This design comes from an exercise in tuning for small area on the open sky130 flow, not from production work.
The RTL was checked by simulation tests, not by an equivalence proof against the original design.
No activity file was given, so power comes from the tool's default toggle rates.

$ cat design/flow/run.sh
#!/bin/bash
# synth_recipe.tcl (not shown) runs the flow's synth.tcl, then flattens the netlist and writes it again
# the make line also repeats each setting of config.mk as NAME=value (left out here)
make -C /OpenROAD-flow-scripts/flow DESIGN_CONFIG=/design/flow/config.mk WORK_HOME=/design/flow/orfs CLKGATE_MAP_FILE= SYNTH_SCRIPT=/design/flow/synth_recipe.tcl finish
$ cat design/flow/config.mk
export PLATFORM = sky130hd
export DESIGN_NAME = Main
export DESIGN_NICKNAME = Main
export VERILOG_FILES = /design/flow/design.v
export SDC_FILE = /design/flow/constraint.sdc
export NUM_CORES = 4
export LEC_CHECK = 0
export CAP_MARGIN = 20
export CORE_MARGIN = 2
export CORE_UTILIZATION = 40
export SLEW_MARGIN = 20
export SYNTH_MEMORY_MAX_BITS = 65536
$ cat design/flow/constraint.sdc
create_clock -name core_clock -period 40.0 [get_ports {clk}]
set_input_delay 8.0000 -clock core_clock [delete_from_list [all_inputs] [get_ports {clk}]]
set_output_delay 8.0000 -clock core_clock [all_outputs]
set_load 0.01 [all_outputs]
$ cat design/flow/design.v
`timescale 1ns / 1ps
module Digits(input [3:0] digit, input [5:0] row, input [5:0] col, output reg data);
function ge7; input [6:0] x; input [6:0] k; integer i; reg r; begin r = 1'b1; for (i=0;i<7;i=i+1) r = k[i] ? (x[i] & r) : (x[i] | r); ge7 = r; end endfunction
always @(*) begin
	case(digit)
	4'd0: data = (ge7(row, 7'd13) && !ge7(row, 7'd41) && ge7(col, 7'd36) && !ge7(col, 7'd43)) ||
		(ge7(row, 7'd13) && !ge7(row, 7'd41) && ge7(col, 7'd14) && !ge7(col, 7'd21)) ||
		(ge7(row, 7'd41) && !ge7(row, 7'd47) && ge7(col, 7'd21) && !ge7(col, 7'd37)) ||
		(ge7(row, 7'd8) && !ge7(row, 7'd14) && ge7(col, 7'd20) && !ge7(col, 7'd36)) ||
		(ge7(row, 7'd19) && !ge7(row, 7'd35) && ge7(col, 7'd9) && !ge7(col, 7'd21)) ||
		(ge7(row, 7'd20) && !ge7(row, 7'd36) && ge7(col, 7'd36) && !ge7(col, 7'd48)) ||
		(ge7(row, 7'd12) && !ge7(row, 7'd20) && ge7(col, 7'd31) && !ge7(col, 7'd42)) ||
		(ge7(row, 7'd35) && !ge7(row, 7'd42) && ge7(col, 7'd15) && !ge7(col, 7'd26)) ||
		(ge7(row, 7'd41) && !ge7(row, 7'd46) && ge7(col, 7'd20) && !ge7(col, 7'd38)) ||
		(ge7(row, 7'd9) && !ge7(row, 7'd13) && ge7(col, 7'd19) && !ge7(col, 7'd37)) ||
		(ge7(row, 7'd13) && !ge7(row, 7'd15) && ge7(col, 7'd22) && !ge7(col, 7'd29)) ||
		(ge7(row, 7'd18) && !ge7(row, 7'd36) && ge7(col, 7'd10) && !ge7(col, 7'd13)) ||
		(ge7(row, 7'd33) && !ge7(row, 7'd42) && ge7(col, 7'd36) && !ge7(col, 7'd42)) ||
		(ge7(row, 7'd19) && !ge7(row, 7'd26) && ge7(col, 7'd36) && !ge7(col, 7'd47)) ||
		(ge7(row, 7'd12) && !ge7(row, 7'd38) && ge7(col, 7'd15) && !ge7(col, 7'd21)) ||
		(ge7(row, 7'd18) && !ge7(row, 7'd22) && ge7(col, 7'd44) && !ge7(col, 7'd46)) ||
		(ge7(row, 7'd34) && !ge7(row, 7'd37) && ge7(col, 7'd13) && !ge7(col, 7'd21)) ||
		(ge7(row, 7'd19) && !ge7(row, 7'd37) && ge7(col, 7'd46) && !ge7(col, 7'd47)) ||
		(ge7(row, 7'd24) && !ge7(row, 7'd37) && ge7(col, 7'd36) && !ge7(col, 7'd44)) ||
		(ge7(row, 7'd14) && !ge7(row, 7'd15) && ge7(col, 7'd30) && !ge7(col, 7'd43));
	4'd1: data = (ge7(row, 7'd9) && !ge7(row, 7'd46) && ge7(col, 7'd27) && !ge7(col, 7'd39)) ||
		(ge7(row, 7'd41) && !ge7(row, 7'd46) && ge7(col, 7'd16) && !ge7(col, 7'd50)) ||
		(ge7(row, 7'd14) && !ge7(row, 7'd20) && ge7(col, 7'd21) && !ge7(col, 7'd39));
	4'd2: data = (ge7(row, 7'd25) && !ge7(row, 7'd36) && ge7(col, 7'd20) && !ge7(col, 7'd37)) ||
		(ge7(row, 7'd41) && !ge7(row, 7'd46) && ge7(col, 7'd10) && !ge7(col, 7'd46)) ||
		(ge7(row, 7'd9) && !ge7(row, 7'd14) && ge7(col, 7'd15) && !ge7(col, 7'd42)) ||
		(ge7(row, 7'd13) && !ge7(row, 7'd24) && ge7(col, 7'd36) && !ge7(col, 7'd46)) ||
		(ge7(row, 7'd30) && !ge7(row, 7'd41) && ge7(col, 7'd15) && !ge7(col, 7'd25)) ||
		(ge7(row, 7'd14) && !ge7(row, 7'd20) && ge7(col, 7'd10) && !ge7(col, 7'd20)) ||
		(ge7(row, 7'd20) && !ge7(row, 7'd30) && ge7(col, 7'd31) && !ge7(col, 7'd42)) ||
		(ge7(row, 7'd36) && !ge7(row, 7'd43) && ge7(col, 7'd10) && !ge7(col, 7'd25));
	4'd3: data = (ge7(row, 7'd9) && !ge7(row, 7'd14) && ge7(col, 7'd15) && !ge7(col, 7'd46)) ||
		(ge7(row, 7'd41) && !ge7(row, 7'd46) && ge7(col, 7'd15) && !ge7(col, 7'd42)) ||
		(ge7(row, 7'd30) && !ge7(row, 7'd41) && ge7(col, 7'd36) && !ge7(col, 7'd46)) ||
		(ge7(row, 7'd20) && !ge7(row, 7'd30) && ge7(col, 7'd25) && !ge7(col, 7'd36)) ||
		(ge7(row, 7'd14) && !ge7(row, 7'd20) && ge7(col, 7'd32) && !ge7(col, 7'd42)) ||
		(ge7(row, 7'd25) && !ge7(row, 7'd30) && ge7(col, 7'd20) && !ge7(col, 7'd41)) ||
		(ge7(row, 7'd36) && !ge7(row, 7'd41) && ge7(col, 7'd10) && !ge7(col, 7'd20)) ||
		(ge7(row, 7'd24) && !ge7(row, 7'd26) && ge7(col, 7'd25) && !ge7(col, 7'd37));
	4'd4: data = (ge7(row, 7'd9) && !ge7(row, 7'd46) && ge7(col, 7'd31) && !ge7(col, 7'd41)) ||
		(ge7(row, 7'd30) && !ge7(row, 7'd36) && ge7(col, 7'd10) && !ge7(col, 7'd46)) ||
		(ge7(row, 7'd9) && !ge7(row, 7'd20) && ge7(col, 7'd25) && !ge7(col, 7'd41)) ||
		(ge7(row, 7'd14) && !ge7(row, 7'd25) && ge7(col, 7'd20) && !ge7(col, 7'd25)) ||
		(ge7(row, 7'd20) && !ge7(row, 7'd34) && ge7(col, 7'd15) && !ge7(col, 7'd20)) ||
		(ge7(row, 7'd25) && !ge7(row, 7'd32) && ge7(col, 7'd10) && !ge7(col, 7'd20));
	4'd5: data = (ge7(row, 7'd9) && !ge7(row, 7'd14) && ge7(col, 7'd10) && !ge7(col, 7'd42)) ||
		(ge7(row, 7'd25) && !ge7(row, 7'd41) && ge7(col, 7'd36) && !ge7(col, 7'd46)) ||
		(ge7(row, 7'd20) && !ge7(row, 7'd25) && ge7(col, 7'd10) && !ge7(col, 7'd42)) ||
		(ge7(row, 7'd41) && !ge7(row, 7'd46) && ge7(col, 7'd15) && !ge7(col, 7'd42)) ||
		(ge7(row, 7'd11) && !ge7(row, 7'd22) && ge7(col, 7'd10) && !ge7(col, 7'd20)) ||
		(ge7(row, 7'd36) && !ge7(row, 7'd41) && ge7(col, 7'd10) && !ge7(col, 7'd20));
	4'd6: data = (ge7(row, 7'd19) && !ge7(row, 7'd41) && ge7(col, 7'd10) && !ge7(col, 7'd20)) ||
		(ge7(row, 7'd41) && !ge7(row, 7'd46) && ge7(col, 7'd15) && !ge7(col, 7'd42)) ||
		(ge7(row, 7'd30) && !ge7(row, 7'd41) && ge7(col, 7'd36) && !ge7(col, 7'd46)) ||
		(ge7(row, 7'd25) && !ge7(row, 7'd30) && ge7(col, 7'd10) && !ge7(col, 7'd41)) ||
		(ge7(row, 7'd9) && !ge7(row, 7'd14) && ge7(col, 7'd20) && !ge7(col, 7'd41)) ||
		(ge7(row, 7'd14) && !ge7(row, 7'd19) && ge7(col, 7'd15) && !ge7(col, 7'd25));
	4'd7: data = (ge7(row, 7'd9) && !ge7(row, 7'd14) && ge7(col, 7'd10) && !ge7(col, 7'd46)) ||
		(ge7(row, 7'd30) && !ge7(row, 7'd46) && ge7(col, 7'd20) && !ge7(col, 7'd31)) ||
		(ge7(row, 7'd9) && !ge7(row, 7'd20) && ge7(col, 7'd36) && !ge7(col, 7'd46)) ||
		(ge7(row, 7'd9) && !ge7(row, 7'd20) && ge7(col, 7'd10) && !ge7(col, 7'd20)) ||
		(ge7(row, 7'd25) && !ge7(row, 7'd30) && ge7(col, 7'd25) && !ge7(col, 7'd36)) ||
		(ge7(row, 7'd20) && !ge7(row, 7'd25) && ge7(col, 7'd31) && !ge7(col, 7'd41));
	4'd8: data = (ge7(row, 7'd41) && !ge7(row, 7'd46) && ge7(col, 7'd15) && !ge7(col, 7'd42)) ||
		(ge7(row, 7'd30) && !ge7(row, 7'd36) && ge7(col, 7'd25) && !ge7(col, 7'd46)) ||
		(ge7(row, 7'd14) && !ge7(row, 7'd25) && ge7(col, 7'd10) && !ge7(col, 7'd20)) ||
		(ge7(row, 7'd9) && !ge7(row, 7'd14) && ge7(col, 7'd15) && !ge7(col, 7'd36)) ||
		(ge7(row, 7'd25) && !ge7(row, 7'd30) && ge7(col, 7'd15) && !ge7(col, 7'd36)) ||
		(ge7(row, 7'd13) && !ge7(row, 7'd24) && ge7(col, 7'd36) && !ge7(col, 7'd41)) ||
		(ge7(row, 7'd30) && !ge7(row, 7'd41) && ge7(col, 7'd10) && !ge7(col, 7'd15)) ||
		(ge7(row, 7'd31) && !ge7(row, 7'd41) && ge7(col, 7'd36) && !ge7(col, 7'd46)) ||
		(ge7(row, 7'd20) && !ge7(row, 7'd28) && ge7(col, 7'd15) && !ge7(col, 7'd25));
	4'd9: data = (ge7(row, 7'd14) && !ge7(row, 7'd36) && ge7(col, 7'd36) && !ge7(col, 7'd46)) ||
		(ge7(row, 7'd9) && !ge7(row, 7'd14) && ge7(col, 7'd15) && !ge7(col, 7'd42)) ||
		(ge7(row, 7'd14) && !ge7(row, 7'd25) && ge7(col, 7'd10) && !ge7(col, 7'd20)) ||
		(ge7(row, 7'd25) && !ge7(row, 7'd30) && ge7(col, 7'd15) && !ge7(col, 7'd46)) ||
		(ge7(row, 7'd41) && !ge7(row, 7'd46) && ge7(col, 7'd15) && !ge7(col, 7'd36)) ||
		(ge7(row, 7'd36) && !ge7(row, 7'd41) && ge7(col, 7'd31) && !ge7(col, 7'd41));
	default: data = 1'b0;
	endcase
end
endmodule
`timescale 1ns / 1ps
module Messages_ROM(input [1:0] player, input [5:0] row, input [6:0] col, output reg data);
function ge7; input [6:0] x; input [6:0] k; integer i; reg r; begin r = 1'b1; for (i=0;i<7;i=i+1) r = k[i] ? (x[i] & r) : (x[i] | r); ge7 = r; end endfunction
always @(*) begin
	case(player)
	2'd1: data = (ge7(row, 7'd8) && !ge7(row, 7'd43) && ge7(col, 7'd27) && !ge7(col, 7'd32)) ||
		(ge7(row, 7'd8) && !ge7(row, 7'd43) && ge7(col, 7'd86) && !ge7(col, 7'd91)) ||
		(ge7(row, 7'd22) && !ge7(row, 7'd33) && ge7(col, 7'd42) && !ge7(col, 7'd57)) ||
		(ge7(row, 7'd8) && !ge7(row, 7'd43) && ge7(col, 7'd65) && !ge7(col, 7'd69)) ||
		(ge7(row, 7'd8) && !ge7(row, 7'd43) && ge7(col, 7'd76) && !ge7(col, 7'd80)) ||
		(ge7(row, 7'd8) && !ge7(row, 7'd43) && ge7(col, 7'd4) && !ge7(col, 7'd8)) ||
		(ge7(row, 7'd8) && !ge7(row, 7'd43) && ge7(col, 7'd53) && !ge7(col, 7'd57)) ||
		(ge7(row, 7'd8) && !ge7(row, 7'd43) && ge7(col, 7'd42) && !ge7(col, 7'd46)) ||
		(ge7(row, 7'd8) && !ge7(row, 7'd18) && ge7(col, 7'd115) && !ge7(col, 7'd121)) ||
		(ge7(row, 7'd13) && !ge7(row, 7'd28) && ge7(col, 7'd15) && !ge7(col, 7'd19)) ||
		(ge7(row, 7'd23) && !ge7(row, 7'd28) && ge7(col, 7'd95) && !ge7(col, 7'd106)) ||
		(ge7(row, 7'd38) && !ge7(row, 7'd43) && ge7(col, 7'd95) && !ge7(col, 7'd106)) ||
		(ge7(row, 7'd28) && !ge7(row, 7'd33) && ge7(col, 7'd4) && !ge7(col, 7'd17)) ||
		(ge7(row, 7'd8) && !ge7(row, 7'd13) && ge7(col, 7'd60) && !ge7(col, 7'd73)) ||
		(ge7(row, 7'd8) && !ge7(row, 7'd13) && ge7(col, 7'd4) && !ge7(col, 7'd17)) ||
		(ge7(row, 7'd8) && !ge7(row, 7'd13) && ge7(col, 7'd95) && !ge7(col, 7'd104)) ||
		(ge7(row, 7'd38) && !ge7(row, 7'd43) && ge7(col, 7'd60) && !ge7(col, 7'd73)) ||
		(ge7(row, 7'd17) && !ge7(row, 7'd28) && ge7(col, 7'd76) && !ge7(col, 7'd84)) ||
		(ge7(row, 7'd13) && !ge7(row, 7'd23) && ge7(col, 7'd93) && !ge7(col, 7'd97)) ||
		(ge7(row, 7'd28) && !ge7(row, 7'd38) && ge7(col, 7'd104) && !ge7(col, 7'd108)) ||
		(ge7(row, 7'd38) && !ge7(row, 7'd43) && ge7(col, 7'd23) && !ge7(col, 7'd36)) ||
		(ge7(row, 7'd18) && !ge7(row, 7'd28) && ge7(col, 7'd113) && !ge7(col, 7'd117)) ||
		(ge7(row, 7'd22) && !ge7(row, 7'd38) && ge7(col, 7'd84) && !ge7(col, 7'd91)) ||
		(ge7(row, 7'd12) && !ge7(row, 7'd17) && ge7(col, 7'd101) && !ge7(col, 7'd106)) ||
		(ge7(row, 7'd33) && !ge7(row, 7'd38) && ge7(col, 7'd93) && !ge7(col, 7'd97)) ||
		(ge7(row, 7'd38) && !ge7(row, 7'd43) && ge7(col, 7'd110) && !ge7(col, 7'd113)) ||
		(ge7(row, 7'd18) && !ge7(row, 7'd31) && ge7(col, 7'd48) && !ge7(col, 7'd51)) ||
		(ge7(row, 7'd12) && !ge7(row, 7'd26) && ge7(col, 7'd76) && !ge7(col, 7'd82)) ||
		(ge7(row, 7'd24) && !ge7(row, 7'd33) && ge7(col, 7'd82) && !ge7(col, 7'd91)) ||
		(ge7(row, 7'd26) && !ge7(row, 7'd33) && ge7(col, 7'd113) && !ge7(col, 7'd115)) ||
		(ge7(row, 7'd24) && !ge7(row, 7'd43) && ge7(col, 7'd42) && !ge7(col, 7'd47)) ||
		(ge7(row, 7'd13) && !ge7(row, 7'd18) && ge7(col, 7'd25) && !ge7(col, 7'd32)) ||
		(ge7(row, 7'd15) && !ge7(row, 7'd23) && ge7(col, 7'd115) && !ge7(col, 7'd119)) ||
		(ge7(row, 7'd31) && !ge7(row, 7'd38) && ge7(col, 7'd51) && !ge7(col, 7'd57)) ||
		(ge7(row, 7'd32) && !ge7(row, 7'd37) && ge7(col, 7'd42) && !ge7(col, 7'd48));
	2'd2: data = (ge7(row, 7'd22) && !ge7(row, 7'd33) && ge7(col, 7'd42) && !ge7(col, 7'd57)) ||
		(ge7(row, 7'd8) && !ge7(row, 7'd43) && ge7(col, 7'd65) && !ge7(col, 7'd69)) ||
		(ge7(row, 7'd8) && !ge7(row, 7'd43) && ge7(col, 7'd76) && !ge7(col, 7'd80)) ||
		(ge7(row, 7'd8) && !ge7(row, 7'd43) && ge7(col, 7'd87) && !ge7(col, 7'd91)) ||
		(ge7(row, 7'd8) && !ge7(row, 7'd43) && ge7(col, 7'd4) && !ge7(col, 7'd8)) ||
		(ge7(row, 7'd8) && !ge7(row, 7'd43) && ge7(col, 7'd53) && !ge7(col, 7'd57)) ||
		(ge7(row, 7'd8) && !ge7(row, 7'd43) && ge7(col, 7'd42) && !ge7(col, 7'd46)) ||
		(ge7(row, 7'd38) && !ge7(row, 7'd43) && ge7(col, 7'd21) && !ge7(col, 7'd36)) ||
		(ge7(row, 7'd23) && !ge7(row, 7'd33) && ge7(col, 7'd25) && !ge7(col, 7'd32)) ||
		(ge7(row, 7'd8) && !ge7(row, 7'd18) && ge7(col, 7'd115) && !ge7(col, 7'd121)) ||
		(ge7(row, 7'd13) && !ge7(row, 7'd28) && ge7(col, 7'd15) && !ge7(col, 7'd19)) ||
		(ge7(row, 7'd23) && !ge7(row, 7'd28) && ge7(col, 7'd95) && !ge7(col, 7'd106)) ||
		(ge7(row, 7'd38) && !ge7(row, 7'd43) && ge7(col, 7'd95) && !ge7(col, 7'd106)) ||
		(ge7(row, 7'd8) && !ge7(row, 7'd13) && ge7(col, 7'd23) && !ge7(col, 7'd34)) ||
		(ge7(row, 7'd22) && !ge7(row, 7'd33) && ge7(col, 7'd82) && !ge7(col, 7'd91)) ||
		(ge7(row, 7'd28) && !ge7(row, 7'd33) && ge7(col, 7'd4) && !ge7(col, 7'd17)) ||
		(ge7(row, 7'd8) && !ge7(row, 7'd13) && ge7(col, 7'd60) && !ge7(col, 7'd73)) ||
		(ge7(row, 7'd8) && !ge7(row, 7'd13) && ge7(col, 7'd4) && !ge7(col, 7'd17)) ||
		(ge7(row, 7'd8) && !ge7(row, 7'd13) && ge7(col, 7'd95) && !ge7(col, 7'd104)) ||
		(ge7(row, 7'd38) && !ge7(row, 7'd43) && ge7(col, 7'd60) && !ge7(col, 7'd73)) ||
		(ge7(row, 7'd13) && !ge7(row, 7'd23) && ge7(col, 7'd93) && !ge7(col, 7'd97)) ||
		(ge7(row, 7'd28) && !ge7(row, 7'd38) && ge7(col, 7'd104) && !ge7(col, 7'd108)) ||
		(ge7(row, 7'd18) && !ge7(row, 7'd28) && ge7(col, 7'd113) && !ge7(col, 7'd117)) ||
		(ge7(row, 7'd12) && !ge7(row, 7'd22) && ge7(col, 7'd32) && !ge7(col, 7'd36)) ||
		(ge7(row, 7'd33) && !ge7(row, 7'd38) && ge7(col, 7'd21) && !ge7(col, 7'd28)) ||
		(ge7(row, 7'd17) && !ge7(row, 7'd28) && ge7(col, 7'd76) && !ge7(col, 7'd84)) ||
		(ge7(row, 7'd18) && !ge7(row, 7'd28) && ge7(col, 7'd30) && !ge7(col, 7'd34)) ||
		(ge7(row, 7'd33) && !ge7(row, 7'd38) && ge7(col, 7'd93) && !ge7(col, 7'd97)) ||
		(ge7(row, 7'd13) && !ge7(row, 7'd18) && ge7(col, 7'd21) && !ge7(col, 7'd25)) ||
		(ge7(row, 7'd12) && !ge7(row, 7'd17) && ge7(col, 7'd102) && !ge7(col, 7'd106)) ||
		(ge7(row, 7'd32) && !ge7(row, 7'd38) && ge7(col, 7'd84) && !ge7(col, 7'd91)) ||
		(ge7(row, 7'd38) && !ge7(row, 7'd43) && ge7(col, 7'd110) && !ge7(col, 7'd113)) ||
		(ge7(row, 7'd30) && !ge7(row, 7'd37) && ge7(col, 7'd42) && !ge7(col, 7'd49)) ||
		(ge7(row, 7'd12) && !ge7(row, 7'd26) && ge7(col, 7'd76) && !ge7(col, 7'd82)) ||
		(ge7(row, 7'd28) && !ge7(row, 7'd33) && ge7(col, 7'd23) && !ge7(col, 7'd32)) ||
		(ge7(row, 7'd26) && !ge7(row, 7'd33) && ge7(col, 7'd113) && !ge7(col, 7'd115)) ||
		(ge7(row, 7'd15) && !ge7(row, 7'd23) && ge7(col, 7'd115) && !ge7(col, 7'd119)) ||
		(ge7(row, 7'd31) && !ge7(row, 7'd38) && ge7(col, 7'd51) && !ge7(col, 7'd57)) ||
		(ge7(row, 7'd18) && !ge7(row, 7'd23) && ge7(col, 7'd49) && !ge7(col, 7'd51)) ||
		(ge7(row, 7'd24) && !ge7(row, 7'd43) && ge7(col, 7'd42) && !ge7(col, 7'd47));
	default: data = 1'b0;
	endcase
end
endmodule
`timescale 1ns / 1ps
module CLK_DIV #(parameter W = 8, parameter [W-1:0] TAPS = 8'hB8, parameter [W-1:0] LAST = 8'd236) (
    input clk_in,
    input reset,
    output clk_out
    );
	reg [W-1:0] state;
	assign clk_out = state == LAST;
	always @ (posedge clk_in)
	begin
		if (reset || clk_out)
			state <= {W{1'b0}};
		else
			state <= {state[W-2:0], ~^(state & TAPS)};
	end
endmodule
`timescale 1ns / 1ps
module Main(
	input clk,
	input Pause, Reset, P1_Left, P1_Right, P2_Left, P2_Right, P1_Press, P2_Press,
	output reg hsync, vsync,
	output reg [2:0] pixel
	);
	localparam [1:0] LEFT = 2'd0, CENTER = 2'd1, RIGHT = 2'd2;
	localparam DOWN = 1'b0, UP = 1'b1;
	function ge_k;
		input [10:0] x, k;
		integer i;
		reg r;
		begin
			r = 1'b1;
			for (i = 0; i < 11; i = i + 1)
				r = k[i] ? (x[i] & r) : (x[i] | r);
			ge_k = r;
		end
	endfunction
	function [10:0] sub;
		input [10:0] x, y;
		integer i;
		reg c;
		begin
			c = 1'b1;
			for (i = 0; i < 11; i = i + 1) begin
				sub[i] = x[i] ^ ~y[i] ^ c;
				c = (x[i] & ~y[i]) | (c & (x[i] ^ ~y[i]));
			end
		end
	endfunction
	function [12:0] add;
		input [12:0] x, y;
		integer i;
		reg c;
		begin
			c = 1'b0;
			for (i = 0; i < 13; i = i + 1) begin
				add[i] = x[i] ^ y[i] ^ c;
				c = (x[i] & y[i]) | (c & (x[i] ^ y[i]));
			end
		end
	endfunction
	function [12:0] updn;
		input [12:0] x;
		input down;
		integer i;
		reg t;
		begin
			t = 1'b1;
			for (i = 0; i < 13; i = i + 1) begin
				updn[i] = x[i] ^ t;
				t = t & (x[i] ^ down);
			end
		end
	endfunction
	wire input_tick, score_tick;
	CLK_DIV #(.W(8), .TAPS(8'hB8), .LAST(8'd236)) input_clk_div(clk, Reset, input_tick);
	CLK_DIV #(.W(9), .TAPS(9'h110), .LAST(9'd272)) score_clk_div(clk, Reset, score_tick);
	reg [3:0] P1_Score, P2_Score;
	reg [9:0] ball_x;
	reg [8:0] ball_y;
	wire goal_top = !ge_k(ball_y, 11'd11);      
	wire goal_bot = ge_k(ball_y, 11'd460);      
	wire win1 = P1_Score == 4'd9;
	wire win2 = !win1 && P2_Score == 4'd9;
	wire ignore = win1 || (P2_Score == 4'd9);
	always @(posedge clk)
		if (Reset) begin
			P1_Score <= 4'd0;
			P2_Score <= 4'd0;
		end else if (score_tick) begin
			if (goal_top)
				P1_Score <= updn(P1_Score, 1'b0);
			else if (goal_bot)
				P2_Score <= updn(P2_Score, 1'b0);
		end
	reg [9:0] paddle1_x, paddle2_x;
	wire p1_en = P1_Left ? paddle1_x != 10'd10 : P1_Right && paddle1_x != 10'd530;
	wire p2_en = P2_Left ? paddle2_x != 10'd10 : P2_Right && paddle2_x != 10'd530;
	always @(posedge clk)
		if (Reset) begin
			paddle1_x <= 10'd270;
			paddle2_x <= 10'd270;
		end else if (input_tick && !ignore) begin
			if (p1_en) paddle1_x <= updn(paddle1_x, P1_Left);
			if (p2_en) paddle2_x <= updn(paddle2_x, P2_Left);
		end
	reg resting, player, y_direction;
	reg [1:0] x_direction;
	reg n_resting, n_player, n_y_direction, move_x, move_y;
	reg [1:0] n_x_direction;
	wire [10:0] hit_d = sub(ball_x, ball_y[8] ? paddle2_x : paddle1_x);
	wire hit_x = hit_d[10] ? ge_k(hit_d, 11'h7F6) : !ge_k(hit_d, 11'd101);
	wire hit = hit_x && (ball_y[8] ? ge_k(ball_y, 11'd440) && !ge_k(ball_y, 11'd461)
	                               : ge_k(ball_y, 11'd20) && !ge_k(ball_y, 11'd31));
	always @(*) begin
		n_resting = resting;
		n_player = player;
		n_x_direction = x_direction;
		n_y_direction = y_direction;
		move_x = 1'b0;
		move_y = 1'b0;
		if (resting) begin
			if (!player) begin
				n_resting = !P1_Press;
				n_x_direction = P1_Left ? LEFT : P1_Right ? RIGHT : CENTER;
			end else begin
				n_resting = !P2_Press;
				n_x_direction = P2_Left ? LEFT : P2_Right ? RIGHT : CENTER;
			end
		end else begin
			if (goal_top || goal_bot) begin
				n_resting = 1'b1;
				n_player = goal_bot;
			end
			if (hit) begin
				if (x_direction == 2'd3)
					n_x_direction = CENTER;
				if (y_direction == DOWN) begin
					if (P2_Left) n_x_direction = LEFT;
					else if (P2_Right) n_x_direction = RIGHT;
					n_y_direction = UP;
				end else begin
					if (P1_Left) n_x_direction = LEFT;
					else if (P1_Right) n_x_direction = RIGHT;
					n_y_direction = DOWN;
				end
			end
			case (n_x_direction)
				LEFT:
					if (!ge_k(ball_x, 11'd11))
						n_x_direction = RIGHT;
					else begin
						move_x = 1'b1;
						move_y = 1'b1;
					end
				CENTER:
					move_y = 1'b1;
				RIGHT:
					if (ge_k(ball_x, 11'd620))
						n_x_direction = LEFT;
					else begin
						move_x = 1'b1;
						move_y = 1'b1;
					end
				default: ;
			endcase
		end
	end
	always @(posedge clk)
		if (Reset) begin
			ball_x <= 10'd315;
			ball_y <= 9'd35;
			resting <= 1'b1;
			x_direction <= CENTER;
			y_direction <= DOWN;
			player <= 1'b0;
		end else if (input_tick) begin
			if (resting) begin
				ball_x <= add(player ? paddle2_x : paddle1_x, 13'd45);
				ball_y <= player ? 9'd435 : 9'd35;
			end else begin
				if (move_x)
					ball_x <= updn(ball_x, n_x_direction == LEFT);
				if (move_y)
					ball_y <= updn(ball_y, n_y_direction == UP);
			end
			resting <= n_resting;
			x_direction <= n_x_direction;
			y_direction <= n_y_direction;
			player <= n_player;
		end
	reg [9:0] hcount, vcount;
	reg [3:0] digit;
	reg [12:0] msg_addr;
	wire hend = &{hcount[9:8], hcount[4:0]};    
	wire vend = vcount[9] & vcount[3] & vcount[2];   
	wire visible = !ge_k(hcount, 11'd640) && !ge_k(vcount, 11'd480);
	wire border = !ge_k(vcount, 11'd10) || ge_k(vcount, 11'd470) || !ge_k(hcount, 11'd10) || ge_k(hcount, 11'd630) ||
	              (ge_k(vcount, 11'd235) && !ge_k(vcount, 11'd245));
	wire [10:0] pad_d = sub(hcount, vcount[8] ? paddle2_x : paddle1_x);
	wire pad_x = !pad_d[10] && !ge_k(pad_d, 11'd100);
	wire pad1 = ge_k(vcount, 11'd20) && !ge_k(vcount, 11'd30) && pad_x;
	wire pad2 = ge_k(vcount, 11'd450) && !ge_k(vcount, 11'd460) && pad_x;
	wire dcol = ge_k(hcount, 11'd288) && !ge_k(hcount, 11'd352);
	wire box1 = dcol && ge_k(vcount, 11'd161) && !ge_k(vcount, 11'd225);
	wire box2 = dcol && ge_k(vcount, 11'd255) && !ge_k(vcount, 11'd319);
	wire mcol = ge_k(hcount, 11'd256) && !ge_k(hcount, 11'd384);
	wire msg1 = mcol && ge_k(vcount, 11'd87) && !ge_k(vcount, 11'd151) && win2;
	wire msg2 = mcol && ge_k(vcount, 11'd329) && !ge_k(vcount, 11'd393) && win1;
	wire [10:0] ball_dy = sub(vcount, ball_y);
	wire [10:0] ball_dx = sub(hcount, ball_x);
	wire ball = !ball_dy[10] && !ge_k(ball_dy, 11'd10) && !ball_dx[10] && !ge_k(ball_dx, 11'd10);
	wire [12:0] drow_sum = add(vcount[5:0], {8'd0, !box2, !box2, !box2, !box2, 1'b1});
	wire [5:0] drow = drow_sum[5:0];
	wire [5:0] dcolumn = {~hcount[5], hcount[4:0]};
	wire digit_data, message_data;
	Digits digits_rom(.digit(digit), .row(drow), .col(dcolumn), .data(digit_data));
	Messages_ROM messages(.player({win2, win1}), .row(msg_addr[12:7]), .col(msg_addr[6:0]), .data(message_data));
	wire [12:0] hcount_inc = updn(hcount, 1'b0);
	wire [12:0] vcount_inc = updn(vcount, 1'b0);
	wire [12:0] msg_addr_inc = updn(msg_addr, 1'b0);
	always @(posedge clk)
		if (Reset) begin
			hcount <= 10'd0;
			vcount <= 10'd0;
			hsync <= 1'b1;
			vsync <= 1'b1;
			pixel <= 3'b000;
			digit <= 4'd0;
			msg_addr <= 13'd0;
		end else begin
			if (hend) begin
				hcount <= 10'd0;
				vcount <= vend ? 10'd0 : vcount_inc[9:0];
			end else
				hcount <= hcount_inc[9:0];
			vsync <= !(ge_k(vcount, 11'd490) && !ge_k(vcount, 11'd492));
			hsync <= !(ge_k(hcount, 11'd656) && !ge_k(hcount, 11'd752));
			if (dcol && hcount[5:0] == 6'd31 && vcount == 10'd224)
				digit <= P1_Score;
			else if (dcol && hcount[5:0] == 6'd31 && vcount == 10'd318)
				digit <= P2_Score;
			if (visible && !border && !pad1 && !pad2 && !box1 && !box2 && (msg1 || msg2))
				msg_addr <= msg_addr_inc;
			if (!visible)
				pixel <= 3'b000;
			else if (border)
				pixel <= 3'b010;
			else if (pad1)
				pixel <= 3'b100;
			else if (pad2)
				pixel <= 3'b001;
			else if (box1)
				pixel <= digit_data ? 3'b100 : 3'b000;
			else if (box2)
				pixel <= digit_data ? 3'b001 : 3'b000;
			else if (msg1 || msg2)
				pixel <= message_data ? 3'b111 : 3'b000;
			else if (ball)
				pixel <= 3'b111;
			else
				pixel <= 3'b000;
		end
endmodule
==> run summary <==
-- worst paths after layout --
kind,from,to,slack (ns),cells past startpoint
setup / recovery,P1_Left,ball_x[8],28.97,10
hold / removal,hcount[0],hcount[0],0.45,1
setup reg to reg,ball_y[8],ball_x[8],32.59,23
hold reg to reg,hcount[0],hcount[0],0.45,1
-- kinds of logic after synthesis --
kind of cell	Yosys count
DFF	111
xor gates and xnor gates	50
buffers and inverters	169
muxes	62
and+or+nand+nor	553
AOI/OAI and AO/OA	351
adders and majority gates	102
-- registers in the layout, summed over array words and instances, names as in the netlist --
register             flops
msg_addr                13
ball_x                  10
hcount                  10
paddle1_x               10
paddle2_x               10
vcount                  10
ball_y                   9
score_clk_div.state      9
input_clk_div.state      8
P1_Score                 4
P2_Score                 4
digit                    4
pixel                    3
x_direction              2
hsync                    1
player                   1
resting                  1
vsync                    1
y_direction              1
-- worst max-delay path, delay by kind of cell --
family / cells / cell delay [ns]
compound gates: 2 / 0.48
buf+inv: 1 / 0.88
simple gates: 5 / 1.43
mux: 2 / 0.51
-- layout make-up --
cell class                      count  area (sq um)
Clock buffer                       11           253
Clock inverter                      5          63.8
Fill cell                        2617         14900
Inverter                           80           300
Multi-Input combinational cell   1118          7750
Sequential cell                   111          2220
Tap cell                          335           419
Timing Repair Buffer               20           175
-- per-layer routing --
layer	part of all wire [%]	GRT usage [%]	vias to the layer above
met5	0	0	-
met4	2.8	6.41	0
li1	-	-	4933
met2	44	34.2	470
met1	47	30.9	4755
met3	6.7	3.04	75
-- power groups by stage --
| stage | logic [mW] | clock network [mW] | registers (mW) |
|---|---|---|---|
| 3_3_place_gp | 0.0118 | 0 | 0.115 |
| 4_1_cts | 0.0119 | 0.100 | 0.112 |
| 6_report | 0.0119 | 0.0968 | 0.112 |
| 3_5_place_dp | 0.0118 | 0 | 0.115 |
| 5_1_grt | 0.0134 | 0.103 | 0.112 |
| 2_1_floorplan | 0.00853 | 0 | 0.114 |
-- cell usage in the layout, fill, tap and decap left out, drive strengths merged, types with 21 or more instances in the layout --
master	count
nand2	129
nor2	129
dfxtp	111
a21oi	87
o21ai	83
inv	77
ha	64
nor3	48
nand3	43
mux2i	40
fa	38
xnor2	28
nor2b	27
and2	25
mux2	22
xor2	22
nand2b	22
nor4	21
==> out/qor.txt <==
Initial DRC count - 1218
Wire length per cell - 18.3 microns
Setup TNS - 0 ns
Core Footprint - 26100 sq um
Register area share after synthesis - 21.0%
Pre-CTS setup slack - 28.58 ns
CP Capture Type - register
Placed insts - 1664
Clk root buf - clkbuf_16
# IOs - 14
First-pass GRT wire length - 50300 microns
Internal power - 0.168 mW
Worst EP arrival - 11.32 ns
Post-route insts no fill - 1680
Synth warn - 5
CP Max Fanout - 14
Hold Path Class - register to register
Slew margin rel. - 27.4%
Crit path cell chain - clkdlybuf4s50_1 -> nor3b_1 -> or2_2 -> a211oi_1 -> o31ai_1 -> or4_4 -> and2_1 -> mux2i_1 -> mux2_2 -> nor3_1
# diodes - 0
Clock sinks - 111
Cell row count - 59
Clk slew on worst S/H paths - 0.08 ns
Hpwl dp - 22400 microns
Placer Congestion - 0.951
Most used DFF post-synth - dfxtp_1
# DRC - 0
Clk_skew - 0.0170 ns
Die Width - 167 microns
Final Worst Setup Slack - 28.97 ns
GRT Total Usage - 21.7%
Starting Density - 40.7%
Leakage - 3.95 nW
ANT nets after route - 0
Crit-path slowest cell - clkdlybuf4s50_1
Share of synthesized area spent on multiplexers - 6.11%
Die Span Y - 167 microns
Die area - 27800 sq um
Largest buffer count on any clock path - 2
Post-CTS Setup Inserts - 0
Fin crit share - 27.6%
Hold slack - 0.451 ns
Post_cts resized - 0
Largest family of logic cells by synthesized area - simple AND/OR/NAND/NOR gates
Status - timing/DRC/antenna clean
Final Hold Fails - 0
EDFF count, synth - 0
Count of pins over their slew limit - 0
Adder-Cell Fraction of Synth Area - 14.7%
Synth Area in Compound Gates - 21.6%
Largest net degree at the start of global routing - 40
IO Port Bufs - 12
Synthesized net count - 1509
CTS tree - yes
Avg Synthesized Cell Area - 7.59 sq um
Mapped cell area - 10600 sq um
Crit path largest cell delay - 0.88 ns
Critical Path Start Type - primary input
Seq cells post-synth - 111
GRT Residual Overflow - 0
DRT Pass-1 Iters - 5
Post-CTS Hold Buffers - 0
Mapped Cells - 1398
Pwr/cell area - 19.8 nW/um^2
Worst EP required - 40.29 ns
Maximum clock rate - 90.7 MHz
Synth Area in XOR/XNOR - 4.20%
Final instance area - 11200 sq um
Netlist cell types - 74
Share of the synthesized area in the top cell type - 21.0%
Clock share of power - 43.8%
VDD IR-drop max - 0.0000212 V
Net Sw Power - 0.0528 mW
Antenna violations before repair - 0
Final wirelength - 30700 microns
Vias per cell - 6.09
Clk Latency, worst-skew pair - 0.36 ns
Nets - 1451
Vias - 10.2k
Layout cell share with drive strength beyond 1 - 4.91%
Flop pwr share - 50.8%
Ys async rst share - 0%
Final Setup Violations - 0
Max Cap Viol - 0
Vias in the first global route - 9482
Layout area overhead - 5.47%
Critical setup path kind - primary input to register
H-tree Lvls - 3
Synth top cells by count - nand2_1 (129), nor2_1 (129), dfxtp_1 (111)
Worst Tran Pin Value - 1.06 ns
Simple-gate share of the synthesized area - 26.4%
Final Power - 0.221 mW
Placed Area - 10900 sq um
Final Core Density - 42.9%
Yosys top cell by area - dfxtp_1
Final min period - 11.03 ns
Ranking of synthesized cells by area - dfxtp_1 (21%), ha_1 (7.5%), fa_1 (7.2%)
Sw frac - 23.9%
Logic pwr share - 5.4%
RSZ-0062 raised after global routing - false
Cts bufs inserted - 9

what the ideal ports hide:
In the flow no input, the clock included, has a driving cell. The finished layout below was timed again as built, in two steps. Step 1, drivers: a clkbuf_16 drives clk and a buf_2 each remaining input, both assumed. Step 2 times the ports against the registers' clock, not the clock port: input delays grow and output delays shrink by t, the midpoint of the rising clock arrivals with the driver on. Slacks: no drivers / after step 1 / after step 2; pairs: no drivers / after step 1.
shift t [ns]: 0.396
setup WS [ns]: 28.969 / 28.992 / 28.596
latest minus earliest clock arrival (ns): 0.017 / 0.017
worst slew at a driven data input, ns: 0.03
After both steps this run still meets setup and hold. For this run, drivers alone change the setup slack by +0.023 ns; drivers and shift together by -0.373 ns.
